From an optimization exercise on the open Yosys and OpenROAD flow, aimed at small area and a short achievable clock period; shortcuts taken in it are not production practice.
Function was not checked in any run shown here: the RTL went through the layout flow alone.
Power figures rest on the tool's default switching activity, not on a simulated workload.

==> design.v <==
module rtc_top (
                input logic         clk_i,
                input logic         rstn_i,
                input logic         date_update_i,
                input logic [31:0]  date_i,
                output logic [31:0] date_o,
                input logic         clock_update_i,
                output logic [21:0] clock_o,
                input logic [21:0]  clock_i,
                input logic [9:0]   init_sec_cnt_i,
                input logic         calibre_update_i,
                input logic [15:0]  calibre_sec_cnt_i,
                output logic [15:0] calibre_sec_cnt_o,
                input logic         timer_update_i,
                input logic         timer_enable_i,
                input logic         timer_retrig_i,
                input logic [16:0]  timer_target_i,
                output logic [16:0] timer_value_o,
                input logic         alarm_enable_i,
                input logic [5:0]   alarm_mask_i,
                input logic         alarm_update_clock_i,
                input logic [21:0]  alarm_clock_i,
                output logic [21:0] alarm_clock_o,
                input logic         alarm_update_date_i,
                input logic [31:0]  alarm_date_i,
                output logic [31:0] alarm_date_o,
                input logic         event_flag_update_i,
                input logic [1:0]   event_flag_i,
                output logic [1:0]  event_flag_o,
                output logic        event_o
                );
   logic [7:0]  r_seconds, r_minutes;
   logic [5:0]  r_hours;
   logic [5:0]  r_day;
   logic [4:0]  r_month;
   logic [13:0] r_year;
   logic [15:0] r_sec_counter, r_sec_cnt_calibre;
   logic        r_tick;           
   logic [16:0] r_timer, r_timer_target;
   logic        r_timer_en, r_timer_retrig;
   logic        r_timer_match;    
   logic [7:0]  r_alarm_seconds, r_alarm_minutes;
   logic [5:0]  r_alarm_hours;
   logic [13:0] r_alarm_year;
   logic [4:0]  r_alarm_month;
   logic [5:0]  r_alarm_day;
   logic [5:0]  r_alarm_mask;
   logic        r_alarm_enable;
   logic        r_match;          
   logic        r_alarm_match;    
   logic [1:0]  r_event_flag;
   logic [7:0]  n_seconds, n_minutes;
   logic [5:0]  n_hours;
   logic [5:0]  n_day;
   logic [4:0]  n_month;
   logic [13:0] n_year;
   logic [15:0] n_sec_counter, n_sec_cnt_calibre;
   logic [16:0] n_timer, n_timer_target;
   logic        n_timer_en;
   logic [7:0]  n_alarm_seconds, n_alarm_minutes;
   logic [5:0]  n_alarm_hours;
   logic [13:0] n_alarm_year;
   logic [4:0]  n_alarm_month;
   logic [5:0]  n_alarm_day;
   logic [5:0]  n_alarm_mask;
   logic        n_alarm_enable;
   logic        n_match;
   logic [1:0]  n_event_flag;
   logic        s_alarm_event, s_timer_event;
   logic        s_upd_min, s_upd_hour, s_new_day;
   logic        s_end_of_month, s_end_of_year, s_leap;
   assign s_alarm_event = r_alarm_enable & r_match & ~r_alarm_match;
   assign s_timer_event = r_timer_en & r_timer_match;
   assign event_o       = s_alarm_event | s_timer_event;
   assign date_o            = {2'b00, r_year, 3'b000, r_month, 2'b00, r_day};
   assign clock_o           = {r_hours, r_minutes, r_seconds};
   assign calibre_sec_cnt_o = r_sec_cnt_calibre;
   assign timer_value_o     = r_timer;
   assign alarm_clock_o     = {r_alarm_hours, r_alarm_minutes, r_alarm_seconds};
   assign alarm_date_o      = {2'b00, r_alarm_year, 3'b000, r_alarm_month, 2'b00, r_alarm_day};
   assign event_flag_o      = r_event_flag;
   always_comb begin
      n_sec_cnt_calibre = calibre_update_i ? calibre_sec_cnt_i : r_sec_cnt_calibre;
      if (clock_update_i)
        n_sec_counter = {1'b0, init_sec_cnt_i, 5'h0};
      else if (r_tick)
        n_sec_counter = 16'h0;
      else
        n_sec_counter = r_sec_counter + 16'h1;
   end
   assign s_upd_min  = r_tick & (r_seconds == 8'h59);
   assign s_upd_hour = s_upd_min & (r_minutes == 8'h59);
   assign s_new_day  = s_upd_hour & (r_hours == 6'h23);
   always_comb begin
      n_seconds = r_seconds;
      n_minutes = r_minutes;
      n_hours   = r_hours;
      if (clock_update_i) begin
         n_seconds = clock_i[7:0];
         n_minutes = clock_i[15:8];
         n_hours   = clock_i[21:16];
      end else begin
         if (r_tick) begin
            n_seconds[3:0] = (r_seconds[3:0] >= 4'h9) ? 4'h0 : r_seconds[3:0] + 4'h1;
            if (r_seconds >= 8'h59)
              n_seconds[7:4] = 4'h0;
            else if (r_seconds[3:0] >= 4'h9)
              n_seconds[7:4] = r_seconds[7:4] + 4'h1;
         end
         if (s_upd_min) begin
            n_minutes[3:0] = (r_minutes[3:0] >= 4'h9) ? 4'h0 : r_minutes[3:0] + 4'h1;
            if (r_minutes >= 8'h59)
              n_minutes[7:4] = 4'h0;
            else if (r_minutes[3:0] >= 4'h9)
              n_minutes[7:4] = r_minutes[7:4] + 4'h1;
         end
         if (s_upd_hour) begin
            if (r_hours >= 6'h23)
              n_hours = 6'h00;
            else if (r_hours[3:0] >= 4'h9)
              n_hours = {r_hours[5:4] + 2'h1, 4'h0};
            else
              n_hours[3:0] = r_hours[3:0] + 4'h1;
         end
      end
   end
   assign s_leap = (~r_year[0] & (r_year[4] == r_year[1])) &
                   ((r_year[7:0] != 8'h00) | (~r_year[8] & (r_year[12] == r_year[9])));
   always_comb begin
      case (r_month)
        5'h01, 5'h03, 5'h05, 5'h07, 5'h08, 5'h10, 5'h12:
          s_end_of_month = (r_day == 6'h31);
        5'h04, 5'h06, 5'h09, 5'h11:
          s_end_of_month = (r_day == 6'h30);
        5'h02:
          s_end_of_month = (r_day == 6'h29) | (~s_leap & (r_day == 6'h28));
        default:
          s_end_of_month = 1'b0;
      endcase
   end
   assign s_end_of_year = s_end_of_month & (r_month == 5'h12);
   always_comb begin
      n_day   = r_day;
      n_month = r_month;
      n_year  = r_year;
      if (date_update_i) begin
         n_day   = date_i[5:0];
         n_month = date_i[12:8];
         n_year  = date_i[29:16];
      end else if (s_new_day) begin
         if (s_end_of_month)
           n_day = 6'h01;
         else if (r_day[3:0] != 4'h9)
           n_day[3:0] = r_day[3:0] + 4'h1;
         else
           n_day = {r_day[5:4] + 2'h1, 4'h0};
         if (s_end_of_year)
           n_month = 5'h01;
         else if (s_end_of_month) begin
            if (r_month[3:0] != 4'h9)
              n_month[3:0] = r_month[3:0] + 4'h1;
            else
              n_month = {1'b1, 4'h0};
         end
         if (s_end_of_year) begin
            if (r_year[3:0] != 4'h9)
              n_year[3:0] = r_year[3:0] + 4'h1;
            else begin
               n_year[3:0] = 4'h0;
               if (r_year[7:4] != 4'h9)
                 n_year[7:4] = r_year[7:4] + 4'h1;
               else begin
                  n_year[7:4] = 4'h0;
                  if (r_year[11:8] != 4'h9)
                    n_year[11:8] = r_year[11:8] + 4'h1;
                  else begin
                     n_year[11:8]  = 4'h0;
                     n_year[13:12] = r_year[13:12] + 2'h1;
                  end
               end
            end
         end
      end
   end
   always_comb begin
      n_alarm_seconds = r_alarm_seconds;
      n_alarm_minutes = r_alarm_minutes;
      n_alarm_hours   = r_alarm_hours;
      n_alarm_mask    = r_alarm_mask;
      n_alarm_enable  = r_alarm_enable;
      if (alarm_update_clock_i) begin
         n_alarm_enable  = alarm_enable_i;
         n_alarm_seconds = alarm_clock_i[7:0];
         n_alarm_minutes = alarm_clock_i[15:8];
         n_alarm_hours   = alarm_clock_i[21:16];
         n_alarm_mask    = alarm_mask_i;
      end else if (s_alarm_event)
        n_alarm_enable = 1'b0;
      n_alarm_year  = r_alarm_year;
      n_alarm_month = r_alarm_month;
      n_alarm_day   = r_alarm_day;
      if (alarm_update_date_i) begin
         n_alarm_year  = alarm_date_i[29:16];
         n_alarm_month = alarm_date_i[12:8];
         n_alarm_day   = alarm_date_i[5:0];
      end
   end
   assign n_match = (n_alarm_mask[5] | (n_year    == n_alarm_year))    &
                    (n_alarm_mask[4] | (n_month   == n_alarm_month))   &
                    (n_alarm_mask[3] | (n_day     == n_alarm_day))     &
                    (n_alarm_mask[2] | (n_hours   == n_alarm_hours))   &
                    (n_alarm_mask[1] | (n_minutes == n_alarm_minutes)) &
                    (n_alarm_mask[0] | (n_seconds == n_alarm_seconds));
   always_comb begin
      n_timer_target = r_timer_target;
      n_timer_en     = r_timer_en;
      n_timer        = r_timer;
      if (timer_update_i) begin
         n_timer_en     = timer_enable_i;
         n_timer_target = timer_target_i;
         n_timer        = 17'h0;
      end else if (r_timer_en) begin
         if (r_timer_match) begin
            if (!r_timer_retrig)
              n_timer_en = 1'b0;
            n_timer = 17'h0;
         end else
           n_timer = r_timer + 17'h1;
      end
   end
   always_comb begin
      n_event_flag = r_event_flag;
      if (event_flag_update_i) begin
         if (event_flag_i[0]) n_event_flag[0] = 1'b0;
         if (event_flag_i[1]) n_event_flag[1] = 1'b0;
      end else if (s_alarm_event)
        n_event_flag[0] = 1'b1;
      else if (s_timer_event)
        n_event_flag[1] = 1'b1;
   end
   always_ff @(posedge clk_i or negedge rstn_i) begin
      if (~rstn_i) begin
         r_seconds         <= 8'h0;
         r_minutes         <= 8'h0;
         r_hours           <= 6'h0;
         r_day             <= 6'h01;
         r_month           <= 5'h01;
         r_year            <= 14'h2000;
         r_sec_counter     <= 16'h0;
         r_sec_cnt_calibre <= 16'h7FFF;
         r_tick            <= 1'b0;
         r_timer           <= 17'h0;
         r_timer_target    <= 17'h0;
         r_timer_en        <= 1'b0;
         r_timer_retrig    <= 1'b0;
         r_timer_match     <= 1'b1;
         r_alarm_seconds   <= 8'h0;
         r_alarm_minutes   <= 8'h0;
         r_alarm_hours     <= 6'h0;
         r_alarm_year      <= 14'h0;
         r_alarm_month     <= 5'h0;
         r_alarm_day       <= 6'h0;
         r_alarm_mask      <= 6'h0;
         r_alarm_enable    <= 1'b0;
         r_match           <= 1'b0;
         r_alarm_match     <= 1'b0;
         r_event_flag      <= 2'h0;
      end else begin
         r_seconds         <= n_seconds;
         r_minutes         <= n_minutes;
         r_hours           <= n_hours;
         r_day             <= n_day;
         r_month           <= n_month;
         r_year            <= n_year;
         r_sec_counter     <= n_sec_counter;
         r_sec_cnt_calibre <= n_sec_cnt_calibre;
         r_tick            <= (n_sec_counter == n_sec_cnt_calibre);
         r_timer           <= n_timer;
         r_timer_target    <= n_timer_target;
         r_timer_en        <= n_timer_en;
         if (timer_update_i)
           r_timer_retrig  <= timer_retrig_i;
         r_timer_match     <= (n_timer == n_timer_target);
         r_alarm_seconds   <= n_alarm_seconds;
         r_alarm_minutes   <= n_alarm_minutes;
         r_alarm_hours     <= n_alarm_hours;
         r_alarm_year      <= n_alarm_year;
         r_alarm_month     <= n_alarm_month;
         r_alarm_day       <= n_alarm_day;
         r_alarm_mask      <= n_alarm_mask;
         r_alarm_enable    <= n_alarm_enable;
         r_match           <= n_match;
         r_alarm_match     <= r_match;
         r_event_flag      <= n_event_flag;
      end
   end
endmodule  
==> flow/run.sh <==
#!/bin/bash
set -euo pipefail
export BUFFER_PORTS_ARGS="-buffer_cell sky130_fd_sc_hd__buf_1"
bash standard.sh finish > standard.log 2>&1
==> standard.sh <==
#!/bin/bash
# synth_recipe.tcl (not shown) runs the flow's synth.tcl, then flattens the netlist and writes it again
# the make line also repeats each setting of config.mk as NAME=value (left out here)
make -C /OpenROAD-flow-scripts/flow DESIGN_CONFIG=/design/flow/config.mk WORK_HOME=/design/flow/orfs CLKGATE_MAP_FILE= SYNTH_SCRIPT=/design/flow/synth_recipe.tcl "${@:-finish}"
==> config.mk <==
export PLATFORM = sky130hd
export DESIGN_NAME = rtc_top
export DESIGN_NICKNAME = rtc_top
export VERILOG_FILES = /design/flow/design.v
export SDC_FILE = /design/flow/constraint.sdc
export NUM_CORES = 4
export LEC_CHECK = 0
export CAP_MARGIN = 20
export CORE_MARGIN = 2
export CORE_UTILIZATION = 40
export SLEW_MARGIN = 20
==> constraint.sdc <==
create_clock -name core_clock -period 5.0 [get_ports {clk_i}]
set_input_delay 1.0000 -clock core_clock [delete_from_list [all_inputs] [get_ports {clk_i}]]
set_output_delay 1.0000 -clock core_clock [all_outputs]
set_load 0.01 [all_outputs]
==> out/results.tsv, run 1 <==
stage	metric	value	unit
power	worst vdd ir	0.000155	V
logic_synthesis	area leader, netlist	dfrtp_1	
layout	share of cells above drive strength 1	0.132	
logic_synthesis	Synth Area in XOR/XNOR	0.0988	
logic_synthesis	mux cell area share after synthesis	0.112	
power	Pleak	4.77	nW
critical_path	Crit-path slowest cell	or3_1	
placement	pre-CTS WS	1.12	ns
critical_path	crit-path cells	inv_1 -> ha_1 -> nand4_1 -> or3_1 -> nor3_2 -> buf_4 -> o2111ai_1 -> or4b_1 -> nand4_1 -> o2111ai_1 -> or4_1 -> nor2_1 -> o2111a_1	
critical_path	WP data required	5.36	ns
clock_network	setup bufs post-CTS	0	
route	DR vias	8249	
global_routing	gr ovfl total	0	
clock_network	CTS Hold Buffers Added	0	
layout	Total Nets Final	1449	
logic_synthesis	Synth cell types	80	
placement	gpl congestion	0.837	
logic_synthesis	Mapped Avg Cell Area	10.1	µm²
critical_path	Crit Path Max Fanout	16	
global_routing	Total GRT Usage	0.204	
global_routing	vias in the first global route	8238	
placement	DP HPWL	20200	µm
clock_network	post-cts resize count	0	
floorplan	die width	162	µm
logic_synthesis	top post-synthesis cells by area	dfrtp_1 39%, mux2_2 9.8%, xnor2_1 5.9%, dfstp_2 5.0%, xor2_1 4.0%	
clock_network	CTS clk-pin slew, worst paths	0.08	ns
route	# DRC	0	
logic_synthesis	ys flop type	dfrtp_1	
critical_path	CP peak stage delay	0.58	ns
logic_synthesis	Synth warnings	1	
layout	Filler cells	2382	
sta	final worst setup slack	1.16	ns
clock_network	total CTS buffers	17	
sta	TNS Setup	0	ns
critical_path	CP Capture Type	flop	
power	Power Density	312	mW/mm²
logic_synthesis	largest family of logic cells by synthesized area	simple AND/OR/NAND/NOR gates	
clock_network	H-Tree Level Count	4	
logic_synthesis	post-synthesis simple-gate area fraction	0.154	
global_routing	global-route wire length before repair	42600	µm
clock_network	TritonCTS clock tree	done	
logic_synthesis	number of synthesized register bits	175	
sta	RSZ-0062 raised after global routing	no	
sta	worst slew pin tran	0.689	ns
route	first-pass iteration count of the detailed router	5	
placement	I/O Buffers	286	
floorplan	Die H	162	µm
layout	Final Util	0.491	
floorplan	Top-Level Pins	315	
status	status	no timing/DRC/antenna violations	
logic_synthesis	Synth Area in Adders	0.0277	
floorplan	Core Region	0.0243	mm²
min_path	HP Class	reg -> reg	
run	max-cap violation count	0	
floorplan	initial core utilization	0.408	
clock_network	Worst-Skew Late Latency	0.43	ns
logic_synthesis	Async SR Flop Fraction	1.00	
clock_network	root buffer cell	clkbuf_16	
sta	skew final	0.0152	ns
route	Post-Route WL	26700	µm
layout	fin cells	1594	
sta	relative slew slack	0.541	
logic_synthesis	sequential share of the synthesized area	0.444	
sta	final hold vios	0	
critical_path	Worst Path Class, Setup	reg -> reg	
sta	Slew Viols, Final	0	
clock_network	CTS sink cnt	175	
floorplan	die area	0.0261	mm²
layout	Area growth syn-to-layout	20.2	%
floorplan	Core Rows	57	
placement	Placed Cells	1561	
route	Post-DRT Antenna Nets	0	
critical_path	WP data arrival	4.19	ns
logic_synthesis	Compound-Gate Fraction of Synth Area	0.119	
logic_synthesis	mapped cell area	0.00992	mm²
logic_synthesis	Post-Syn Instances	978	
route	WL/cell	16.8	µm
clock_network	clock tree buffer depth	2	
global_routing	initial antenna violation count	1	
logic_synthesis	EDFF count, synth	0	
sta	Final setup viols	0	
sta	fin crit period	3.84	ns
route	Iter 0 DRT Violations	596	
route	drt via density	5.18	
sta	fmax	261	MHz
global_routing	pin count of the biggest net entering global routing	73	
sta	period utilisation layout	0.767	
logic_synthesis	Synth top area share	0.393	
critical_path	Critical Path Source Type	flop	
## routing by layer
layer  track usage  up-vias  wire length, µm
met4        0.0410        0              266
met5             0        -                0
met3        0.0503       15             1780
met1         0.271     3973            11900
li1              -     4004                -
met2         0.341      257            12700
## metrics by stage
step / power, mW / hold slack (ns) / area, µm²
CTS: 3.78 / 0.384 / 11900
global placement: 2.38 / 0.367 / 11300
floorplan: 2.13 / 0.354 / 9970
finish: 3.73 / 0.379 / 11900
detailed placement: 2.39 / 0.366 / 11300
global route: 3.94 / 0.393 / 11900
## cell families (layout without fill, tap and decap cells)
logic type                 count (synthesis)  after routing
other                                      1             15
xor gates and xnor gates                 112            112
DFF                                      175            175
AOI/OAI and AO/OA                        175            175
and+or+nand+nor                          294            294
buffers and inverters                     99            377
muxes                                    100            100
adders and majority gates                 22             22
## flip-flops by register name (all words and copies together), names as in the netlist, 2 cells and up
name               flops
r_timer               17
r_event_flag           2
r_seconds              8
r_sec_cnt_calibre     16
r_month                5
r_alarm_year          14
r_hours                6
r_alarm_seconds        8
r_minutes              8
r_alarm_month          5
r_year                14
r_sec_counter         16
r_alarm_mask           6
r_alarm_minutes        8
r_alarm_hours          6
r_timer_target        17
r_day                  6
r_alarm_day            6
## cell usage in the layout (no fill, tap or decap), types with 4 or more instances in the layout
cell,n
a21o_1,6
a21oi_1,26
a31oi_1,6
a41oi_1,8
and2_1,4
and3_1,14
buf_1,282
buf_4,14
clkbuf_16,17
clkinv_8,6
conb_1,14
dfrtp_1,156
dfstp_2,19
ha_1,22
inv_1,42
mux2_2,86
mux2i_1,13
nand2_1,79
nand2b_1,11
nand3_1,29
nand3b_1,4
nand4_1,15
nor2_1,62
nor2b_1,7
nor3_1,21
nor3b_1,5
nor4_1,8
o2111ai_1,6
o211ai_1,14
o21ai_0,50
o22ai_1,4
o31ai_1,9
or3_1,7
or4_1,4
xnor2_1,67
xor2_1,45
## path summary, 6_finish.rpt
path	from	end	slack [ns]	depth (start not counted)
worst max-delay path	r_seconds[1]$_DFF_PN0_	r_match$_DFF_PN0_	1.16	13
worst min-delay path	r_match$_DFF_PN0_	r_alarm_match$_DFF_PN0_	0.38	0
worst max register to register	r_seconds[1]$_DFF_PN0_	r_match$_DFF_PN0_	1.16	13
worst min register to register	r_match$_DFF_PN0_	r_alarm_match$_DFF_PN0_	0.38	0
max in group asynchronous	rstn_i	r_sec_counter[3]$_DFF_PN0_	3.60	2
min in group asynchronous	rstn_i	r_timer[14]$_DFF_PN0_	0.49	1
## worst max-delay path: cells and delay by family, from the launching register on
family,cells,cell delay (ns)
adders and majority gates,1,0.18
AOI/OAI and AO/OA,3,0.56
buffers and inverters,2,0.32
DFF,1,0.43
and+or+nand+nor,7,2.29
## synthesized netlist by cell type (7+ instances only)
| master | number |
|---|---|
| nor2b_1 | 7 |
| nand4_1 | 15 |
| nor3_1 | 22 |
| nand2_1 | 79 |
| o21ai_0 | 50 |
| dfstp_2 | 19 |
| inv_1 | 42 |
| o211ai_1 | 14 |
| o31ai_1 | 9 |
| nor2_1 | 62 |
| nand3_1 | 29 |
| buf_4 | 16 |
| a41oi_1 | 8 |
| nor4_1 | 8 |
| mux2i_1 | 13 |
| xor2_1 | 45 |
| nand2b_1 | 11 |
| clkbuf_1 | 31 |
| and3_1 | 14 |
| dfrtp_1 | 156 |
| mux2_2 | 86 |
| or3_1 | 7 |
| a21oi_1 | 26 |
| ha_1 | 22 |
| xnor2_1 | 67 |
## final cells by class
class | instances | area [µm²] | share of cell area
multi-input combinational | 717 | 5130 | 0.430
inverter | 44 | 165 | 0.0138
sequential | 175 | 4400 | 0.369
antenna | 1 | 2.50 | 0.000210
timing repair buffer | 301 | 1210 | 0.101
clock inverter | 15 | 190 | 0.0159
tap | 324 | 405 | 0.0340
clock buffer | 17 | 425 | 0.0357
## where the power goes
part	switching [mW]	total, mW	internal (mW)
logic	0.395	0.696	0.301
registers	0.116	1.66	1.55
clock network	0.687	1.37	0.683
total	1.20	3.73	2.53
==> inputs of run 2 (changes only) <==
--- a/config.mk
+++ b/config.mk
@@ -5,7 +5,9 @@
 export SDC_FILE = /design/flow/constraint.sdc
 export NUM_CORES = 4
 export LEC_CHECK = 0
+export ABC_CLOCK_PERIOD_IN_PS = 2000
 export CAP_MARGIN = 20
 export CORE_MARGIN = 2
 export CORE_UTILIZATION = 40
+export SETUP_SLACK_MARGIN = 2.8
 export SLEW_MARGIN = 20
==> out/results.tsv, run 2 <==
stage	metric	value	unit	change
status	status	no timing/DRC/antenna violations		
global_routing	vias in the first global route	8691		+5.5%
sta	worst slew pin tran	0.867	ns	+0.178 ns
sta	relative slew slack	0.422		-0.119
global_routing	met3 Track Usage GR	0.0534		+0.00308
placement	I/O Buffers	286		unchanged
logic_synthesis	Synth warnings	1		unchanged
logic_synthesis	Synth top area share	0.393		unchanged
critical_path	crit path from	r_day[3]$_DFF_PN0_		
layout	commonest cells after routing, fill and taps aside	275 x buf_1, 141 x dfrtp_1, 83 x mux2_2		
global_routing	Total GRT Usage	0.215		+0.0109
logic_synthesis	EDFF count, synth	0		unchanged
logic_synthesis	Async SR Flop Fraction	1.00		unchanged
floorplan	die area	0.0261	mm²	unchanged
logic_synthesis	top cells by count, synth	156 x dfrtp_1, 86 x mux2_2, 79 x nand2_1		
power	worst vdd ir	0.000168	V	+8.5%
route	WL/cell	17.1	µm	+2.0%
placement	gpl congestion	0.836		-0.13%
floorplan	die width	162	µm	unchanged
power	Pleak	5.24	nW	+9.7%
floorplan	Die H	162	µm	unchanged
clock_network	Worst-Skew Late Latency	0.43	ns	about the same
logic_synthesis	mapped cell area	0.00992	mm²	unchanged
layout	Area growth syn-to-layout	31.1	%	
layout	biggest regs	r_timer x17, r_timer_target x17		
min_path	HP Class	reg -> reg		
global_routing	pin count of the biggest net entering global routing	81		+11%
layout	share of cells above drive strength 1	0.250		+0.118
logic_synthesis	top post-synthesis cells by area	dfrtp_1 39%, mux2_2 9.8%, xnor2_1 5.9%, dfstp_2 5.0%, xor2_1 4.0%		
logic_synthesis	Post-Syn Instances	978		unchanged
critical_path	Worst Path Class, Setup	reg -> reg		
floorplan	Top-Level Pins	315		unchanged
floorplan	Core Rows	57		unchanged
layout	Filler cells	2271		-4.7%
floorplan	Core Region	0.0243	mm²	unchanged
layout	register area	0.00442	mm²	+0.43%
route	DR vias	8599		+4.2%
min_path	Hold Startpoint	r_match$_DFF_PN0_		
route	# DRC	0		unchanged
clock_network	TritonCTS clock tree	done		
logic_synthesis	Mapped Avg Cell Area	10.1	µm²	unchanged
layout	Total Nets Final	1516		+4.6%
power	Pwr Total	3.72	mW	-0.23%
sta	period utilisation layout	0.701		-0.0659
route	first-pass iteration count of the detailed router	7		+2
clock_network	clock tree buffer depth	2		unchanged
global_routing	global-route wire length before repair	44700	µm	+4.8%
route	Iter 0 DRT Violations	487		-18%
sta	Final setup viols	0		unchanged
logic_synthesis	number of synthesized register bits	175		unchanged
global_routing	met2 GRT Util	0.366		+0.0245
global_routing	met1 usage	0.276		+0.00411
sta	TNS Setup	0	ns	unchanged
power	Power Density	286	mW/mm²	-8.5%
critical_path	Critical Path Source Type	flop		
logic_synthesis	area leader, netlist	dfrtp_1		
clock_network	CTS clk-pin slew, worst paths	0.07	ns	about the same
global_routing	initial antenna violation count	1		unchanged
clock_network	total CTS buffers	17		unchanged
placement	DP HPWL	20300	µm	+0.32%
clock_network	CTS sink cnt	175		unchanged
critical_path	CP Capture Type	flop		
clock_network	CTS Hold Buffers Added	0		unchanged
route	Post-DRT Antenna Nets	0		unchanged
sta	fin crit period	3.51	ns	-0.330 ns
clock_network	root buffer cell	clkbuf_16		
critical_path	Reg2Reg Launch Point	r_day[3]$_DFF_PN0_		
logic_synthesis	Synth cell types	80		unchanged
logic_synthesis	sequential share of the synthesized area	0.444		unchanged
clock_network	H-Tree Level Count	4		unchanged
critical_path	Crit Path Max Fanout	7		-9
route	Post-Route WL	28400	µm	+6.1%
sta	final hold vios	0		unchanged
critical_path	WP data arrival	3.87	ns	-0.32 ns
critical_path	WP data required	5.36	ns	about the same
run	max-cap violation count	0		unchanged
layout	area of the multi-input gates	0.00565	mm²	+10%
sta	skew final	0.0125	ns	-0.00276 ns
logic_synthesis	ys flop type	dfrtp_1		
sta	fmax	285	MHz	+9.4%
logic_synthesis	cell with the most instances after synthesis	dfrtp_1		
route	drt via density	5.18		+0.16%
sta	RSZ-0062 raised after global routing	yes		
floorplan	initial core utilization	0.408		unchanged
layout	commonest non-fill, non-tap cell in the layout	buf_1		
sta	Slew Viols, Final	0		unchanged
global_routing	layer with the highest usage	met2		
global_routing	gr ovfl total	0		unchanged
-- run 2: cell count changes in the layout (fill, tap and decap cells not counted), sizes merged --
cell,previous run,this run
clkinv,11,5
buf,297,364
inv,47,50
clkinvlp,1,2
-- run 2: critical path, stage by stage, from the launching register on --
cell,delay [ns]
dfrtp_1,0.46
or4b_4,0.50
a221o_1,0.29
buf_4,0.14
a311oi_4,0.31
buf_4,0.21
a41oi_2,0.10
o31a_1,0.33
xnor2_1,0.16
o2111ai_1,0.13
or4_4,0.46
nor2_4,0.17
o2111a_1,0.18
-- run 2: final timing paths --
kind / endpoint / slack [ns] / depth (start not counted)
max: r_match$_DFF_PN0_ / 1.49 / 12
min: r_alarm_match$_DFF_PN0_ / 0.44 / 0
max reg2reg: r_match$_DFF_PN0_ / 1.49 / 12
min reg2reg: r_alarm_match$_DFF_PN0_ / 0.44 / 0
max in group asynchronous: r_sec_cnt_calibre[12]$_DFF_PN1_ / 3.22 / 2
min in group asynchronous: r_alarm_year[10]$_DFF_PN0_ / 0.68 / 1
-- run 2: where the power goes --
group          switching, mW  internal, mW
Sequential             0.114          1.55
Clock                  0.617         0.645
Combinational          0.437         0.357
-- run 2: what timing repair did --
item	4_1_cts	5_1_grt
setup buffers	50	19
endpoints found under the hold margin	0	0
gates resized for setup	104	50
pin swaps	50	35
endpoints found under the setup margin	61	45
-- run 2: final cells by class --
| cell class | instances | area share |
|---|---|---|
| diodes | 1 | 0.000192 |
| clock buffers | 17 | 0.0327 |
| clock inverters | 13 | 0.00818 |
| inverters | 44 | 0.0133 |
| multi-input cells | 717 | 0.435 |
| flip-flops and latches | 175 | 0.340 |
| well taps | 324 | 0.0312 |
| repair buffers | 368 | 0.140 |
-- run 2: cells by family after synthesis --
family / share of synthesized area
AO/OA/AOI/OAI: 0.119
XOR/XNOR: 0.0988
adder cells (fa/ha/maj): 0.0277
buffers and inverters: 0.0446
flip-flops: 0.444
multiplexers: 0.112
other: 0.000378
AND/OR/NAND/NOR: 0.154
-- run 2: layer usage --
metal	vias up	routed length [µm]	share of wire
li1	4158	-	-
met1	4147	12200	0.43
met2	267	14100	0.50
met3	27	1710	0.060
met4	0	295	0.010
met5	-	0	0
-- run 2: per-stage QoR --
stage / hold WS, ns / cells / setup slack, ns / instance area [µm²] / utilization
floorplan: 0.354 / 991 / 1.79 / 10100 / -
global placement: 0.426 / 1559 / 1.12 / 11400 / 0.469
detailed placement: 0.423 / 1559 / 1.06 / 11400 / 0.469
CTS: 0.470 / 1639 / 1.48 / 12700 / 0.522
global route: 0.473 / 1658 / 1.37 / 13000 / 0.535
finish: 0.441 / 1659 / 1.49 / 13000 / 0.535
==> inputs of run 3 (changes only) <==
--- a/design.v
+++ b/design.v
@@ -46,6 +46,9 @@
    logic [5:0]  r_alarm_day;
    logic [5:0]  r_alarm_mask;
    logic        r_alarm_enable;
+   logic        r_sec59, r_min59, r_hour23;   
+   logic        r_eom, r_eoy;     
+   logic        n_eom;
    logic        r_match;          
    logic        r_alarm_match;    
    logic [1:0]  r_event_flag;
@@ -68,7 +71,7 @@
    logic [1:0]  n_event_flag;
    logic        s_alarm_event, s_timer_event;
    logic        s_upd_min, s_upd_hour, s_new_day;
-   logic        s_end_of_month, s_end_of_year, s_leap;
+   logic        s_end_of_month, s_end_of_year;
    assign s_alarm_event = r_alarm_enable & r_match & ~r_alarm_match;
    assign s_timer_event = r_timer_en & r_timer_match;
    assign event_o       = s_alarm_event | s_timer_event;
@@ -79,6 +82,31 @@
    assign alarm_clock_o     = {r_alarm_hours, r_alarm_minutes, r_alarm_seconds};
    assign alarm_date_o      = {2'b00, r_alarm_year, 3'b000, r_alarm_month, 2'b00, r_alarm_day};
    assign event_flag_o      = r_event_flag;
+   function automatic [16:0] inc17(input [16:0] x);
+      logic [16:0] c;
+      integer i;
+      c[0] = 1'b1;
+      for (i = 1; i < 17; i = i + 1) c[i] = c[i-1] & x[i-1];
+      inc17 = x ^ c;
+   endfunction
+   function automatic [3:0] inc4(input [3:0] x);
+      inc4 = {x[3] ^ (&x[2:0]), x[2] ^ (&x[1:0]), x[1] ^ x[0], ~x[0]};
+   endfunction
+   function automatic [1:0] inc2(input [1:0] x);
+      inc2 = {x[1] ^ x[0], ~x[0]};
+   endfunction
+   function automatic eom(input [5:0] d, input [4:0] m, input [13:0] y);
+      logic leap;
+      leap = (~y[0] & (y[4] == y[1])) & ((y[7:0] != 8'h00) | (~y[8] & (y[12] == y[9])));
+      case (m)
+        5'h01, 5'h03, 5'h05, 5'h07, 5'h08, 5'h10, 5'h12: eom = (d == 6'h31);
+        5'h04, 5'h06, 5'h09, 5'h11:                      eom = (d == 6'h30);
+        5'h02:   eom = (d == 6'h29) | (~leap & (d == 6'h28));
+        default: eom = 1'b0;
+      endcase
+   endfunction
+   logic [16:0] s_cnt_inc;
+   assign s_cnt_inc = inc17({1'b0, r_sec_counter});
    always_comb begin
       n_sec_cnt_calibre = calibre_update_i ? calibre_sec_cnt_i : r_sec_cnt_calibre;
       if (clock_update_i)
@@ -86,11 +114,11 @@
       else if (r_tick)
         n_sec_counter = 16'h0;
       else
-        n_sec_counter = r_sec_counter + 16'h1;
+        n_sec_counter = s_cnt_inc[15:0];
    end
-   assign s_upd_min  = r_tick & (r_seconds == 8'h59);
-   assign s_upd_hour = s_upd_min & (r_minutes == 8'h59);
-   assign s_new_day  = s_upd_hour & (r_hours == 6'h23);
+   assign s_upd_min  = r_tick & r_sec59;
+   assign s_upd_hour = r_tick & r_sec59 & r_min59;
+   assign s_new_day  = r_tick & r_sec59 & r_min59 & r_hour23;
    always_comb begin
       n_seconds = r_seconds;
       n_minutes = r_minutes;
@@ -101,44 +129,41 @@
          n_hours   = clock_i[21:16];
       end else begin
          if (r_tick) begin
-            n_seconds[3:0] = (r_seconds[3:0] >= 4'h9) ? 4'h0 : r_seconds[3:0] + 4'h1;
+            n_seconds[3:0] = (r_seconds[3:0] >= 4'h9) ? 4'h0 : inc4(r_seconds[3:0]);
             if (r_seconds >= 8'h59)
               n_seconds[7:4] = 4'h0;
             else if (r_seconds[3:0] >= 4'h9)
-              n_seconds[7:4] = r_seconds[7:4] + 4'h1;
+              n_seconds[7:4] = inc4(r_seconds[7:4]);
          end
          if (s_upd_min) begin
-            n_minutes[3:0] = (r_minutes[3:0] >= 4'h9) ? 4'h0 : r_minutes[3:0] + 4'h1;
+            n_minutes[3:0] = (r_minutes[3:0] >= 4'h9) ? 4'h0 : inc4(r_minutes[3:0]);
             if (r_minutes >= 8'h59)
               n_minutes[7:4] = 4'h0;
             else if (r_minutes[3:0] >= 4'h9)
-              n_minutes[7:4] = r_minutes[7:4] + 4'h1;
+              n_minutes[7:4] = inc4(r_minutes[7:4]);
          end
          if (s_upd_hour) begin
             if (r_hours >= 6'h23)
               n_hours = 6'h00;
             else if (r_hours[3:0] >= 4'h9)
-              n_hours = {r_hours[5:4] + 2'h1, 4'h0};
+              n_hours = {inc2(r_hours[5:4]), 4'h0};
             else
-              n_hours[3:0] = r_hours[3:0] + 4'h1;
+              n_hours[3:0] = inc4(r_hours[3:0]);
          end
       end
    end
-   assign s_leap = (~r_year[0] & (r_year[4] == r_year[1])) &
-                   ((r_year[7:0] != 8'h00) | (~r_year[8] & (r_year[12] == r_year[9])));
+   assign s_end_of_month = r_eom;
+   assign s_end_of_year  = r_eoy;
    always_comb begin
-      case (r_month)
-        5'h01, 5'h03, 5'h05, 5'h07, 5'h08, 5'h10, 5'h12:
-          s_end_of_month = (r_day == 6'h31);
-        5'h04, 5'h06, 5'h09, 5'h11:
-          s_end_of_month = (r_day == 6'h30);
-        5'h02:
-          s_end_of_month = (r_day == 6'h29) | (~s_leap & (r_day == 6'h28));
-        default:
-          s_end_of_month = 1'b0;
-      endcase
+      if (date_update_i)
+        n_eom = eom(date_i[5:0], date_i[12:8], date_i[29:16]);
+      else if (s_new_day)
+        n_eom = ~r_eom & eom((r_day[3:0] != 4'h9) ? {r_day[5:4], inc4(r_day[3:0])}
+                                                  : {inc2(r_day[5:4]), 4'h0},
+                             r_month, r_year);
+      else
+        n_eom = r_eom;
    end
-   assign s_end_of_year = s_end_of_month & (r_month == 5'h12);
    always_comb begin
       n_day   = r_day;
       n_month = r_month;
@@ -151,31 +176,31 @@
          if (s_end_of_month)
            n_day = 6'h01;
          else if (r_day[3:0] != 4'h9)
-           n_day[3:0] = r_day[3:0] + 4'h1;
+           n_day[3:0] = inc4(r_day[3:0]);
          else
-           n_day = {r_day[5:4] + 2'h1, 4'h0};
+           n_day = {inc2(r_day[5:4]), 4'h0};
          if (s_end_of_year)
            n_month = 5'h01;
          else if (s_end_of_month) begin
             if (r_month[3:0] != 4'h9)
-              n_month[3:0] = r_month[3:0] + 4'h1;
+              n_month[3:0] = inc4(r_month[3:0]);
             else
               n_month = {1'b1, 4'h0};
          end
          if (s_end_of_year) begin
             if (r_year[3:0] != 4'h9)
-              n_year[3:0] = r_year[3:0] + 4'h1;
+              n_year[3:0] = inc4(r_year[3:0]);
             else begin
                n_year[3:0] = 4'h0;
                if (r_year[7:4] != 4'h9)
-                 n_year[7:4] = r_year[7:4] + 4'h1;
+                 n_year[7:4] = inc4(r_year[7:4]);
                else begin
                   n_year[7:4] = 4'h0;
                   if (r_year[11:8] != 4'h9)
-                    n_year[11:8] = r_year[11:8] + 4'h1;
+                    n_year[11:8] = inc4(r_year[11:8]);
                   else begin
                      n_year[11:8]  = 4'h0;
-                     n_year[13:12] = r_year[13:12] + 2'h1;
+                     n_year[13:12] = inc2(r_year[13:12]);
                   end
                end
             end
@@ -225,7 +250,7 @@
               n_timer_en = 1'b0;
             n_timer = 17'h0;
          end else
-           n_timer = r_timer + 17'h1;
+           n_timer = inc17(r_timer);
       end
    end
    always_comb begin
@@ -262,6 +287,11 @@
          r_alarm_day       <= 6'h0;
          r_alarm_mask      <= 6'h0;
          r_alarm_enable    <= 1'b0;
+         r_sec59           <= 1'b0;
+         r_min59           <= 1'b0;
+         r_hour23          <= 1'b0;
+         r_eom             <= 1'b0;
+         r_eoy             <= 1'b0;
          r_match           <= 1'b0;
          r_alarm_match     <= 1'b0;
          r_event_flag      <= 2'h0;
@@ -289,6 +319,11 @@
          r_alarm_day       <= n_alarm_day;
          r_alarm_mask      <= n_alarm_mask;
          r_alarm_enable    <= n_alarm_enable;
+         r_sec59           <= (n_seconds == 8'h59);
+         r_min59           <= (n_minutes == 8'h59);
+         r_hour23          <= (n_hours == 6'h23);
+         r_eom             <= n_eom;
+         r_eoy             <= n_eom & (n_month == 5'h12);
          r_match           <= n_match;
          r_alarm_match     <= r_match;
          r_event_flag      <= n_event_flag;
--- a/config.mk
+++ b/config.mk
@@ -5,9 +5,7 @@
 export SDC_FILE = /design/flow/constraint.sdc
 export NUM_CORES = 4
 export LEC_CHECK = 0
-export ABC_CLOCK_PERIOD_IN_PS = 2000
 export CAP_MARGIN = 20
 export CORE_MARGIN = 2
 export CORE_UTILIZATION = 40
-export SETUP_SLACK_MARGIN = 2.8
 export SLEW_MARGIN = 20
==> out/results.tsv, run 3 <==
stage	metric	value	unit	change
sta	TNS Setup	0	ns	unchanged
layout	biggest regs	r_timer x17, r_timer_target x17		
critical_path	WP data required	5.37	ns	about the same
critical_path	crit-path cells	ha_1 -> ha_1 -> ha_1 -> ha_1 -> ha_1 -> ha_1 -> ha_1 -> ha_1 -> ha_1 -> ha_1 -> ha_1 -> ha_1 -> ha_1 -> ha_1 -> mux2i_1 -> nor2_1 -> xnor2_1 -> nand4_1 -> nor3_1 -> and4b_1		
placement	gpl congestion	0.889		+6.4%
min_path	HP Class	reg -> reg		
sta	RSZ-0062 raised after global routing	no		
logic_synthesis	Post-Syn Instances	973		-0.51%
global_routing	gr ovfl total	0		unchanged
global_routing	initial antenna violation count	0		-1
logic_synthesis	cell with the most instances after synthesis	dfrtp_1		
power	sequential share of power	0.444		-0.003
critical_path	FF-to-FF End	r_timer_match$_DFF_PN1_		
clock_network	TritonCTS clock tree	done		
layout	Area growth syn-to-layout	19.0	%	
floorplan	Die H	165	µm	+1.9%
sta	fmax	237	MHz	-17%
critical_path	Crit Path Max Fanout	3		-4
clock_network	clock tree buffer depth	2		unchanged
critical_path	Worst Path Class, Setup	reg -> reg		
critical_path	R2R Setup Slk	0.78	ns	-0.71 ns
critical_path	Reg2Reg Launch Point	r_timer[0]$_DFF_PN0_		
layout	commonest non-fill, non-tap cell in the layout	buf_1		
layout	area of the multi-input gates	0.00540	mm²	-4.4%
critical_path	WP data arrival	4.59	ns	+0.72 ns
global_routing	pin count of the biggest net entering global routing	109		+35%
global_routing	Total GRT Usage	0.211		-0.00412
clock_network	setup bufs post-CTS	0		-100%
logic_synthesis	mapped cell area	0.0103	mm²	+3.9%
sta	period utilisation layout	0.844		+0.143
layout	Total Nets Final	1472		-2.9%
layout	fin cells	1590		-4.2%
logic_synthesis	Async SR Flop Fraction	1.00		unchanged
clock_network	total CTS buffers	17		unchanged
placement	I/O Buffers	286		unchanged
sta	skew final	0.0113	ns	-0.00118 ns
floorplan	Core Rows	58		+1.8%
status	status	no timing/DRC/antenna violations		
clock_network	Worst-Skew Late Latency	0.43	ns	about the same
sta	relative slew slack	0.332		-0.0900
floorplan	initial core utilization	0.408		about the same
power	Pleak	5.16	nW	-1.5%
clock_network	post-cts resize count	0		-100%
route	Post-DRT Antenna Nets	0		unchanged
route	DR vias	8373		-2.6%
clock_network	H-Tree Level Count	4		unchanged
power	Sw Pwr	1.22	mW	+4.2%
logic_synthesis	EDFF count, synth	0		unchanged
route	Post-Route WL	28200	µm	-0.57%
critical_path	CP Capture Type	flop		
critical_path	crit path from	r_timer[0]$_DFF_PN0_		
logic_synthesis	Synth cell types	78		-2.5%
power	Comb pwr share	0.190		-0.024
clock_network	CTS Hold Buffers Added	0		unchanged
route	first-pass iteration count of the detailed router	5		-2
layout	register area	0.00453	mm²	+2.4%
global_routing	global-route wire length before repair	44700	µm	about the same
critical_path	Reg2Reg Depth	20		+8
route	WL/cell	17.7	µm	+3.7%
critical_path	Critical Path Source Type	flop		
logic_synthesis	top cells by count, synth	161 x dfrtp_1, 80 x mux2_2, 64 x nand2_1		
placement	DP HPWL	21400	µm	+5.4%
power	Pint	2.59	mW	+1.6%
layout	share of cells above drive strength 1	0.132		-0.118
logic_synthesis	area leader, netlist	dfrtp_1		
run	max-cap violation count	0		unchanged
power	Sw Ratio	0.320		+0.00551
logic_synthesis	sequential share of the synthesized area	0.439		-0.00466
power	Power Density	310	mW/mm²	+8.5%
critical_path	Crit-path slowest cell	dfrtp_1		
critical_path	CP peak stage delay	0.41	ns	-0.09 ns
min_path	Hold Startpoint	r_match$_DFF_PN0_		
placement	Placed Cells	1558		-0.064%
layout	Final Util	0.486		-0.0486
power	worst vdd ir	0.000220	V	+31%
route	# DRC	0		unchanged
global_routing	vias in the first global route	8329		-4.2%
logic_synthesis	ys flop type	dfrtp_1		
layout	commonest cells after routing, fill and taps aside	282 x buf_1, 161 x dfrtp_1, 80 x mux2_2		
logic_synthesis	number of synthesized register bits	180		+2.9%
logic_synthesis	top post-synthesis cells by area	dfrtp_1 39%, mux2_2 8.7%, ha_1 6.6%, dfstp_2 4.8%, xnor2_1 4.2%		
clock_network	root buffer cell	clkbuf_16		
sta	final hold vios	0		unchanged
floorplan	Core Region	0.0253	mm²	+3.8%
power	clock network power share	0.365		+0.026
logic_synthesis	Synth top area share	0.391		-0.00276
layout	Filler cells	2441		+7.5%
layout	Inserted Diodes	0		-1
floorplan	die area	0.0271	mm²	+3.8%
sta	Final setup viols	0		unchanged
floorplan	Top-Level Pins	315		unchanged
sta	fin crit period	4.22	ns	+0.713 ns
sta	worst slew pin tran	0.988	ns	+0.121 ns
route	drt via density	5.27		+1.6%
route	Iter 0 DRT Violations	564		+16%
clock_network	CTS clk-pin slew, worst paths	0.08	ns	about the same
clock_network	CTS sink cnt	180		+2.9%
sta	Slew Viols, Final	0		unchanged
logic_synthesis	Synth warnings	1		unchanged
logic_synthesis	Mapped Avg Cell Area	10.6	µm²	+4.5%
min_path	hold endpoint	r_alarm_match$_DFF_PN0_		
critical_path	Top cell by count, worst path	ha_1		
min_path	hold path depth	0		unchanged
floorplan	die width	165	µm	+1.9%
==> run 3: changes by cell type after synthesis, moves of 8 or more <==
cell / change
and2_1: +12
o211ai_1: -8
nand2_1: -15
nor3b_1: +8
nand3_1: -9
a41oi_1: -8
ha_1: +32
xnor2_1: -18
xor2_1: -10
mux2i_1: +18
clkbuf_1: -11
==> run 3: worst max-delay path by stage <==
| stage | slack (ns) | depth (start not counted) | end |
|---|---|---|---|
| 4_1_cts | 0.75 | 20 | r_timer_match$_DFF_PN1_ |
| 5_1_grt | 0.51 | 20 | r_timer_match$_DFF_PN1_ |
| 6_report | 0.78 | 20 | r_timer_match$_DFF_PN1_ |
| 2_1_floorplan | 1.18 | 21 | r_timer_match$_DFF_PN1_ |
| 3_3_place_gp | 0.86 | 20 | r_timer_match$_DFF_PN1_ |
| 3_5_place_dp | 0.77 | 20 | r_timer_match$_DFF_PN1_ |
==> run 3: logic make-up (layout without fill, tap and decap cells) <==
kind of cell               Yosys count  after routing  synth area share
xor gates and xnor gates            84             84            0.0713
adders and majority gates           54             54            0.0655
and+or+nand+nor                    282            282             0.152
AOI/OAI and AO/OA                  167            167             0.111
other                                1             14          0.000364
muxes                              112            112             0.120
DFF                                180            180             0.439
buffers and inverters               93            367            0.0420
==> run 3: layout make-up <==
class,instances,share of cell area
inverters,38,0.0116
multi-input cells,713,0.440
clock buffers,18,0.0358
well taps,330,0.0336
repair buffers,297,0.0958
flip-flops and latches,180,0.369
clock inverters,14,0.0145
==> run 3: layer usage <==
layer	up-vias	GRT usage	routed length, µm
met1	4044	0.280	12600
met5	-	0	0
met2	259	0.344	13200
met4	0	0.0613	527
met3	36	0.0515	1860
li1	4034	-	-
==> run 3: metrics by stage <==
step           instance area, µm²  hold WS, ns  setup WS (ns)  power (mW)
6_report                    12300        0.408          0.780        3.81
5_1_grt                     12300        0.434          0.513        4.02
4_1_cts                     12300        0.419          0.754        3.87
3_5_place_dp                11700        0.399          0.775        2.45
3_3_place_gp                11700        0.398          0.865        2.44
2_1_floorplan               10400        0.354           1.18        2.17
==> run 3: worst max-delay path: cells and delay by family, from the launching register on <==
family                   cells  cell delay [ns]
multiplexers                 1             0.16
XOR/XNOR                     1             0.19
flip-flops                   1             0.41
AND/OR/NAND/NOR              4             0.76
adder cells (fa/ha/maj)     14             2.66
==> run 3: power groups by stage <==
stage | logic (mW) | registers, mW | clock network, mW
2_1_floorplan | 0.441 | 1.73 | 0
5_1_grt | 0.814 | 1.71 | 1.50
3_5_place_dp | 0.731 | 1.72 | 0
3_3_place_gp | 0.724 | 1.71 | 0
4_1_cts | 0.735 | 1.69 | 1.44
6_report | 0.725 | 1.69 | 1.39
==> inputs of run 4 (changes only) <==
--- a/config.mk
+++ b/config.mk
@@ -5,6 +5,7 @@
 export SDC_FILE = /design/flow/constraint.sdc
 export NUM_CORES = 4
 export LEC_CHECK = 0
+export ABC_CLOCK_PERIOD_IN_PS = 1800
 export CAP_MARGIN = 20
 export CORE_MARGIN = 2
 export CORE_UTILIZATION = 40
==> out/results.tsv, run 4 <==
stage	metric	value	unit	change
status	status	no timing/DRC/antenna violations		
clock_network	setup bufs post-CTS	0		unchanged
sta	Final setup viols	0		unchanged
sta	fmax	237	MHz	unchanged
route	WL/cell	17.7	µm	unchanged
sta	relative slew slack	0.332		unchanged
route	Iter 0 DRT Violations	564		unchanged
logic_synthesis	Synth top area share	0.391		unchanged
layout	biggest regs	r_timer x17, r_timer_target x17		
logic_synthesis	cell with the most instances after synthesis	dfrtp_1		
sta	RSZ-0062 raised after global routing	no		
layout	Area growth syn-to-layout	19.0	%	unchanged
sta	worst slew pin tran	0.988	ns	unchanged
logic_synthesis	Mapped Avg Cell Area	10.6	µm²	unchanged
sta	final hold vios	0		unchanged
power	worst vdd ir	0.000220	V	unchanged
layout	Inserted Diodes	0		unchanged
logic_synthesis	ys flop type	dfrtp_1		
clock_network	H-Tree Level Count	4		unchanged
layout	Total Nets Final	1472		unchanged
route	Post-Route WL	28200	µm	unchanged
global_routing	gr ovfl total	0		unchanged
placement	DP HPWL	21400	µm	unchanged
global_routing	initial antenna violation count	0		unchanged
sta	fin crit period	4.22	ns	unchanged
placement	gpl congestion	0.889		unchanged
placement	I/O Buffers	286		unchanged
clock_network	total CTS buffers	17		unchanged
logic_synthesis	area leader, netlist	dfrtp_1		
logic_synthesis	mapped cell area	0.0103	mm²	unchanged
power	Power Density	310	mW/mm²	unchanged
critical_path	Worst Path Class, Setup	reg -> reg		
logic_synthesis	Async SR Flop Fraction	1.00		unchanged
layout	fin cells	1590		unchanged
floorplan	Top-Level Pins	315		unchanged
clock_network	TritonCTS clock tree	done		
route	Post-DRT Antenna Nets	0		unchanged
logic_synthesis	number of synthesized register bits	180		unchanged
clock_network	CTS Hold Buffers Added	0		unchanged
floorplan	die area	0.0271	mm²	unchanged
layout	share of cells above drive strength 1	0.132		unchanged
critical_path	Crit Path Max Fanout	3		unchanged
placement	pre-CTS WS	0.775	ns	unchanged
clock_network	root buffer cell	clkbuf_16		
layout	register area	0.00453	mm²	unchanged
logic_synthesis	top cells by count, synth	161 x dfrtp_1, 80 x mux2_2, 64 x nand2_1		
global_routing	Total GRT Usage	0.211		unchanged
layout	commonest cells after routing, fill and taps aside	282 x buf_1, 161 x dfrtp_1, 80 x mux2_2		
global_routing	vias in the first global route	8329		unchanged
logic_synthesis	Post-Syn Instances	973		unchanged
sta	TNS Setup	0	ns	unchanged
logic_synthesis	Synth cell types	78		unchanged
floorplan	Core Region	0.0253	mm²	unchanged
run	max-cap violation count	0		unchanged
placement	Placed Cells	1558		unchanged
sta	skew final	0.0113	ns	unchanged
min_path	HP Class	reg -> reg		
power	Pleak	5.16	nW	unchanged
layout	area of the multi-input gates	0.00540	mm²	unchanged
clock_network	post-cts resize count	0		unchanged
sta	period utilisation layout	0.844		unchanged
global_routing	pin count of the biggest net entering global routing	109		unchanged
route	DR vias	8373		unchanged
logic_synthesis	sequential share of the synthesized area	0.439		unchanged
critical_path	WP data required	5.37	ns	about the same
route	drt via density	5.27		unchanged
layout	Filler cells	2441		unchanged
layout	commonest non-fill, non-tap cell in the layout	buf_1		
logic_synthesis	EDFF count, synth	0		unchanged
power	Pwr Total	3.81	mW	unchanged
clock_network	CTS clk-pin slew, worst paths	0.08	ns	about the same
floorplan	Die H	165	µm	unchanged
clock_network	Worst-Skew Late Latency	0.43	ns	about the same
clock_network	CTS sink cnt	180		unchanged
route	# DRC	0		unchanged
global_routing	global-route wire length before repair	44700	µm	unchanged
critical_path	Critical Path Source Type	flop		
sta	final worst setup slack	0.780	ns	unchanged
route	first-pass iteration count of the detailed router	5		unchanged
clock_network	clock tree buffer depth	2		unchanged
floorplan	initial core utilization	0.408		unchanged
critical_path	WP data arrival	4.59	ns	about the same
sta	Slew Viols, Final	0		unchanged
logic_synthesis	top post-synthesis cells by area	dfrtp_1 39%, mux2_2 8.7%, ha_1 6.6%, dfstp_2 4.8%, xnor2_1 4.2%		
floorplan	die width	165	µm	unchanged
critical_path	CP Capture Type	flop		
floorplan	Core Rows	58		unchanged
logic_synthesis	Synth warnings	1		unchanged
==> run 4: cell counts after synthesis <==
Identical to the previous run, type by type.
==> run 4: report_power, final <==
part | total (mW) | switching, mW | internal [mW]
logic | 0.725 | 0.415 | 0.311
clock network | 1.39 | 0.696 | 0.695
registers | 1.69 | 0.107 | 1.58
total | 3.81 | 1.22 | 2.59
==> run 4: worst paths after layout <==
check | from | endpoint | slack [ns] | cells past startpoint
min in group asynchronous | rstn_i | r_alarm_hours[0]$_DFF_PN0_ | 0.44 | 1
setup / recovery | r_timer[0]$_DFF_PN0_ | r_timer_match$_DFF_PN1_ | 0.78 | 20
setup reg to reg | r_timer[0]$_DFF_PN0_ | r_timer_match$_DFF_PN1_ | 0.78 | 20
hold reg to reg | r_match$_DFF_PN0_ | r_alarm_match$_DFF_PN0_ | 0.41 | 0
hold / removal | r_match$_DFF_PN0_ | r_alarm_match$_DFF_PN0_ | 0.41 | 0
max in group asynchronous | rstn_i | r_timer_target[7]$_DFF_PN0_ | 3.50 | 2
==> run 4: logic make-up after synthesis <==
kind of cell | after synthesis | share of synthesized area
AOI/OAI and AO/OA | 167 | 0.111
xor gates and xnor gates | 84 | 0.0713
adders and majority gates | 54 | 0.0655
buffers and inverters | 93 | 0.0420
DFF | 180 | 0.439
muxes | 112 | 0.120
other | 1 | 0.000364
and+or+nand+nor | 282 | 0.152
==> run 4: through the flow <==
stage	instance area, µm²	utilization	hold slack [ns]
finish	12300	0.486	0.408
global placement	11700	0.462	0.398
CTS	12300	0.486	0.419
floorplan	10400	-	0.354
global route	12300	0.486	0.434
detailed placement	11700	0.462	0.399
==> run 4: final cells by class <==
class	instances	share of cell area
timing repair buffer	297	0.0958
tap	330	0.0336
inverter	38	0.0116
sequential	180	0.369
clock inverter	14	0.0145
clock buffer	18	0.0358
multi-input combinational	713	0.440
==> run 4: worst max-delay path, cell delays in order, from the launching register on <==
cell and delay (ns):
dfrtp_1 0.41, ha_1 0.21, ha_1 0.18, ha_1 0.18, ha_1 0.19, ha_1 0.18
ha_1 0.18, ha_1 0.18, ha_1 0.18, ha_1 0.18, ha_1 0.18, ha_1 0.19
ha_1 0.18, ha_1 0.18, ha_1 0.27, mux2i_1 0.16, nor2_1 0.10, xnor2_1 0.19
nand4_1 0.12, nor3_1 0.31, and4b_1 0.23
==> run 4: routing by layer <==
layer	routed length (µm)	part of all wire	track usage	vias to the layer above
met2	13200	0.47	0.344	259
met5	0	0	0	-
met3	1860	0.066	0.0515	36
li1	-	-	-	4034
met1	12600	0.45	0.280	4044
met4	527	0.019	0.0613	0
==> inputs of run 5 (changes only) <==
--- a/design.v
+++ b/design.v
@@ -82,13 +82,6 @@
    assign alarm_clock_o     = {r_alarm_hours, r_alarm_minutes, r_alarm_seconds};
    assign alarm_date_o      = {2'b00, r_alarm_year, 3'b000, r_alarm_month, 2'b00, r_alarm_day};
    assign event_flag_o      = r_event_flag;
-   function automatic [16:0] inc17(input [16:0] x);
-      logic [16:0] c;
-      integer i;
-      c[0] = 1'b1;
-      for (i = 1; i < 17; i = i + 1) c[i] = c[i-1] & x[i-1];
-      inc17 = x ^ c;
-   endfunction
    function automatic [3:0] inc4(input [3:0] x);
       inc4 = {x[3] ^ (&x[2:0]), x[2] ^ (&x[1:0]), x[1] ^ x[0], ~x[0]};
    endfunction
@@ -105,16 +98,35 @@
         default: eom = 1'b0;
       endcase
    endfunction
-   logic [16:0] s_cnt_inc;
-   assign s_cnt_inc = inc17({1'b0, r_sec_counter});
+   logic [15:0] s_cnt_inc, n_count;
+   assign s_cnt_inc[0] = ~r_sec_counter[0];
+   assign s_cnt_inc[1] = r_sec_counter[1] ^ (&r_sec_counter[0:0]);
+   assign s_cnt_inc[2] = r_sec_counter[2] ^ (&r_sec_counter[1:0]);
+   assign s_cnt_inc[3] = r_sec_counter[3] ^ (&r_sec_counter[2:0]);
+   assign s_cnt_inc[4] = r_sec_counter[4] ^ (&r_sec_counter[3:0]);
+   assign s_cnt_inc[5] = r_sec_counter[5] ^ (&r_sec_counter[4:0]);
+   assign s_cnt_inc[6] = r_sec_counter[6] ^ (&r_sec_counter[5:0]);
+   assign s_cnt_inc[7] = r_sec_counter[7] ^ (&r_sec_counter[6:0]);
+   assign s_cnt_inc[8] = r_sec_counter[8] ^ (&r_sec_counter[7:0]);
+   assign s_cnt_inc[9] = r_sec_counter[9] ^ (&r_sec_counter[8:0]);
+   assign s_cnt_inc[10] = r_sec_counter[10] ^ (&r_sec_counter[9:0]);
+   assign s_cnt_inc[11] = r_sec_counter[11] ^ (&r_sec_counter[10:0]);
+   assign s_cnt_inc[12] = r_sec_counter[12] ^ (&r_sec_counter[11:0]);
+   assign s_cnt_inc[13] = r_sec_counter[13] ^ (&r_sec_counter[12:0]);
+   assign s_cnt_inc[14] = r_sec_counter[14] ^ (&r_sec_counter[13:0]);
+   assign s_cnt_inc[15] = r_sec_counter[15] ^ (&r_sec_counter[14:0]);
    always_comb begin
       n_sec_cnt_calibre = calibre_update_i ? calibre_sec_cnt_i : r_sec_cnt_calibre;
-      if (clock_update_i)
-        n_sec_counter = {1'b0, init_sec_cnt_i, 5'h0};
-      else if (r_tick)
-        n_sec_counter = 16'h0;
-      else
-        n_sec_counter = s_cnt_inc[15:0];
+      if (clock_update_i) begin
+         n_count       = {1'b0, init_sec_cnt_i, 5'h0};
+         n_sec_counter = {1'b0, init_sec_cnt_i, 5'h1};
+      end else if (r_tick) begin
+         n_count       = 16'h0;
+         n_sec_counter = 16'h1;
+      end else begin
+         n_count       = r_sec_counter;
+         n_sec_counter = s_cnt_inc;
+      end
    end
    assign s_upd_min  = r_tick & r_sec59;
    assign s_upd_hour = r_tick & r_sec59 & r_min59;
@@ -236,6 +248,24 @@
                     (n_alarm_mask[2] | (n_hours   == n_alarm_hours))   &
                     (n_alarm_mask[1] | (n_minutes == n_alarm_minutes)) &
                     (n_alarm_mask[0] | (n_seconds == n_alarm_seconds));
+   logic [16:0] s_timer_inc;
+   assign s_timer_inc[0] = ~r_timer[0];
+   assign s_timer_inc[1] = r_timer[1] ^ (&r_timer[0:0]);
+   assign s_timer_inc[2] = r_timer[2] ^ (&r_timer[1:0]);
+   assign s_timer_inc[3] = r_timer[3] ^ (&r_timer[2:0]);
+   assign s_timer_inc[4] = r_timer[4] ^ (&r_timer[3:0]);
+   assign s_timer_inc[5] = r_timer[5] ^ (&r_timer[4:0]);
+   assign s_timer_inc[6] = r_timer[6] ^ (&r_timer[5:0]);
+   assign s_timer_inc[7] = r_timer[7] ^ (&r_timer[6:0]);
+   assign s_timer_inc[8] = r_timer[8] ^ (&r_timer[7:0]);
+   assign s_timer_inc[9] = r_timer[9] ^ (&r_timer[8:0]);
+   assign s_timer_inc[10] = r_timer[10] ^ (&r_timer[9:0]);
+   assign s_timer_inc[11] = r_timer[11] ^ (&r_timer[10:0]);
+   assign s_timer_inc[12] = r_timer[12] ^ (&r_timer[11:0]);
+   assign s_timer_inc[13] = r_timer[13] ^ (&r_timer[12:0]);
+   assign s_timer_inc[14] = r_timer[14] ^ (&r_timer[13:0]);
+   assign s_timer_inc[15] = r_timer[15] ^ (&r_timer[14:0]);
+   assign s_timer_inc[16] = r_timer[16] ^ (&r_timer[15:0]);
    always_comb begin
       n_timer_target = r_timer_target;
       n_timer_en     = r_timer_en;
@@ -250,7 +280,7 @@
               n_timer_en = 1'b0;
             n_timer = 17'h0;
          end else
-           n_timer = inc17(r_timer);
+           n_timer = s_timer_inc;
       end
    end
    always_comb begin
@@ -271,7 +301,7 @@
          r_day             <= 6'h01;
          r_month           <= 5'h01;
          r_year            <= 14'h2000;
-         r_sec_counter     <= 16'h0;
+         r_sec_counter     <= 16'h1;
          r_sec_cnt_calibre <= 16'h7FFF;
          r_tick            <= 1'b0;
          r_timer           <= 17'h0;
@@ -304,7 +334,7 @@
          r_year            <= n_year;
          r_sec_counter     <= n_sec_counter;
          r_sec_cnt_calibre <= n_sec_cnt_calibre;
-         r_tick            <= (n_sec_counter == n_sec_cnt_calibre);
+         r_tick            <= (n_count == n_sec_cnt_calibre);
          r_timer           <= n_timer;
          r_timer_target    <= n_timer_target;
          r_timer_en        <= n_timer_en;
--- a/config.mk
+++ b/config.mk
@@ -5,7 +5,6 @@
 export SDC_FILE = /design/flow/constraint.sdc
 export NUM_CORES = 4
 export LEC_CHECK = 0
-export ABC_CLOCK_PERIOD_IN_PS = 1800
 export CAP_MARGIN = 20
 export CORE_MARGIN = 2
 export CORE_UTILIZATION = 40
==> out/results.tsv, run 5 <==
stage	metric	value	unit	change
logic_synthesis	top cells by count, synth	160 x dfrtp_1, 77 x mux2_2, 75 x nand2_1		
layout	Final Util	0.480		-0.00610
route	WL/cell	17.4	µm	-2.0%
critical_path	FF-to-FF End	r_match$_DFF_PN0_		
layout	post-route cell area	0.0124	mm²	+1.3%
sta	fin crit period	3.26	ns	-0.962 ns
critical_path	WP data required	5.33	ns	-0.04 ns
clock_network	total CTS buffers	17		unchanged
placement	DP HPWL	21800	µm	+1.9%
route	Post-DRT Antenna Nets	0		unchanged
sta	Slew Viols, Final	0		unchanged
power	Sw Pwr	1.16	mW	-4.6%
floorplan	initial core utilization	0.404		-0.00403
sta	fmax	307	MHz	+30%
sta	worst slew pin tran	0.949	ns	-0.0390 ns
layout	Total Nets Final	1506		+2.3%
layout	register area	0.00453	mm²	about the same
logic_synthesis	ys flop type	dfrtp_1		
status	status	no timing/DRC/antenna violations		
critical_path	Critical Path Source Type	flop		
clock_network	setup bufs post-CTS	0		unchanged
clock_network	Worst-Skew Late Latency	0.43	ns	about the same
sta	skew final	0.0168	ns	+0.00554 ns
global_routing	gr ovfl total	0		unchanged
floorplan	Core Rows	59		+1.7%
critical_path	Worst Path Class, Setup	reg -> reg		
layout	area of the multi-input gates	0.00554	mm²	+2.6%
floorplan	Top-Level Pins	315		unchanged
logic_synthesis	Synth cell types	79		+1.3%
clock_network	clock tree buffer depth	2		unchanged
floorplan	Die H	166	µm	+0.77%
global_routing	vias in the first global route	8653		+3.9%
logic_synthesis	top post-synthesis cells by area	dfrtp_1 38%, mux2_2 8.3%, dfstp_2 5.0%, xnor2_1 4.9%, ha_1 4.9%		
logic_synthesis	Synth top area share	0.382		-0.00850
sta	period utilisation layout	0.652		-0.192
logic_synthesis	Mapped Avg Cell Area	10.3	µm²	-3.2%
power	sequential share of power	0.443		about the same
clock_network	CTS sink cnt	180		unchanged
sta	Final setup viols	0		unchanged
critical_path	R2R Setup Slk	1.74	ns	+0.96 ns
route	first-pass iteration count of the detailed router	5		unchanged
power	worst vdd ir	0.000169	V	-23%
route	DR vias	8608		+2.8%
power	Pleak	5.21	nW	+1.0%
route	drt via density	5.24		-0.45%
layout	share of cells above drive strength 1	0.121		-0.0109
critical_path	CP Capture Type	flop		
logic_synthesis	area leader, netlist	dfrtp_1		
route	# DRC	0		unchanged
placement	I/O Buffers	286		unchanged
clock_network	post-cts resize count	0		unchanged
layout	commonest non-fill, non-tap cell in the layout	buf_1		
logic_synthesis	Async SR Flop Fraction	1.00		unchanged
placement	gpl congestion	0.896		+0.72%
sta	minimum hold slack	0.375	ns	-0.0324 ns
critical_path	Reg2Reg Depth	8		-60%
global_routing	global-route wire length before repair	45900	µm	+2.7%
critical_path	Crit Path Max Fanout	22		+19
placement	Placed Cells	1610		+3.3%
power	Pwr Total	3.83	mW	+0.58%
logic_synthesis	cell with the most instances after synthesis	dfrtp_1		
global_routing	Total GRT Usage	0.207		-0.00481
route	Iter 0 DRT Violations	466		-17%
layout	biggest regs	r_timer x17, r_timer_target x17		
floorplan	die area	0.0275	mm²	+1.5%
layout	commonest cells after routing, fill and taps aside	283 x buf_1, 160 x dfrtp_1, 77 x mux2_2		
critical_path	crit path from	r_tick$_DFF_PN0_		
clock_network	root buffer cell	clkbuf_16		
clock_network	CTS Hold Buffers Added	0		unchanged
sta	final hold vios	0		unchanged
logic_synthesis	sequential share of the synthesized area	0.432		-0.00675
critical_path	Critical Path End	r_match$_DFF_PN0_		
clock_network	TritonCTS clock tree	done		
clock_network	CTS clk-pin slew, worst paths	0.08	ns	about the same
logic_synthesis	EDFF count, synth	0		unchanged
global_routing	pin count of the biggest net entering global routing	73		-33%
placement	pre-CTS WS	1.13	ns	+0.353 ns
sta	TNS Setup	0	ns	unchanged
critical_path	WP data arrival	3.59	ns	-1.00 ns
critical_path	Reg2Reg Launch Point	r_tick$_DFF_PN0_		
logic_synthesis	number of synthesized register bits	180		unchanged
power	Pint	2.67	mW	+3.0%
power	clock network power share	0.361		-0.004
logic_synthesis	Post-Syn Instances	1021		+4.9%
layout	Area growth syn-to-layout	18.7	%	
layout	fin cells	1642		+3.3%
sta	RSZ-0062 raised after global routing	no		
power	Power Density	308	mW/mm²	-0.73%
floorplan	die width	166	µm	+0.77%
layout	Filler cells	2489		+2.0%
sta	relative slew slack	0.367		+0.0350
layout	Inserted Diodes	0		unchanged
floorplan	Core Region	0.0259	mm²	+2.6%
placement	Placed Instance Area	0.0118	mm²	+1.6%
global_routing	initial antenna violation count	0		unchanged
logic_synthesis	mapped cell area	0.0105	mm²	+1.6%
route	Post-Route WL	28500	µm	+1.2%
run	max-cap violation count	0		unchanged
logic_synthesis	Synth warnings	1		unchanged
power	Sw Ratio	0.303		-0.0164
power	Comb pwr share	0.196		+0.006
sta	final worst setup slack	1.74	ns	+0.962 ns
min_path	HP Class	reg -> reg		
clock_network	H-Tree Level Count	4		unchanged
==> run 5: cell families (layout without fill, tap and decap cells) <==
kind of cell	count (synthesis)	in the layout	share of synthesized area
mux	101	101	0.106
flops	180	180	0.432
buf+inv	104	377	0.0439
xor+xnor	103	103	0.0861
compound gates	193	193	0.126
other cells	1	14	0.000358
fa+ha+maj	41	41	0.0490
simple gates	298	298	0.156
==> run 5: how the worst min path moves through the flow <==
| stage | slack (ns) | endpoint | startpoint | cells after the start |
|---|---|---|---|---|
| after global placement | 0.38 | r_alarm_match$_DFF_PN0_ | r_match$_DFF_PN0_ | 0 |
| after detailed placement | 0.36 | r_alarm_match$_DFF_PN0_ | r_match$_DFF_PN0_ | 0 |
| after CTS | 0.38 | r_alarm_match$_DFF_PN0_ | r_match$_DFF_PN0_ | 0 |
| final | 0.38 | r_alarm_match$_DFF_PN0_ | r_match$_DFF_PN0_ | 0 |
| after floorplan | 0.35 | r_alarm_match$_DFF_PN0_ | r_match$_DFF_PN0_ | 0 |
| after global routing | 0.39 | r_alarm_match$_DFF_PN0_ | r_match$_DFF_PN0_ | 0 |
==> run 5: cell type report <==
class,instances,share of cell area
inverters,47,0.0142
flip-flops and latches,180,0.364
clock buffers,19,0.0356
clock inverters,13,0.0119
multi-input cells,750,0.446
repair buffers,298,0.0950
well taps,335,0.0337
==> run 5: critical path, stage by stage, from the launching register on <==
cell and delay, ns:
dfrtp_1 0.65, and4_4 0.50, nand4_1 0.35, mux2i_1 0.25
a211o_1 0.32, a32o_1 0.23, nor4_1 0.29, a41oi_1 0.24
nor4b_2 0.31
==> run 5: power by group through the flow <==
stage | clock network [mW] | logic [mW] | registers, mW
3_5_place_dp | 0 | 0.757 | 1.72
4_1_cts | 1.42 | 0.762 | 1.70
5_1_grt | 1.48 | 0.841 | 1.72
3_3_place_gp | 0 | 0.748 | 1.72
6_report | 1.38 | 0.753 | 1.70
2_1_floorplan | 0 | 0.458 | 1.74
==> run 5: routing by layer <==
metal  vias to the layer above  global-route usage  routed length, µm
met4                         0              0.0586                465
li1                       4173                   -                  -
met1                      4164               0.288              13500
met3                        24              0.0324               1350
met2                       247               0.334              13200
met5                         -                   0                  0

Re-timed with assumed drivers on the ports (clkbuf_16 on the clock, buf_2 on other inputs), run 5 has 1.742 ns of setup slack against 1.742 ns with ideal ports, and 1.330 ns once port delays also move by the mid clock arrival of 0.474 ns.
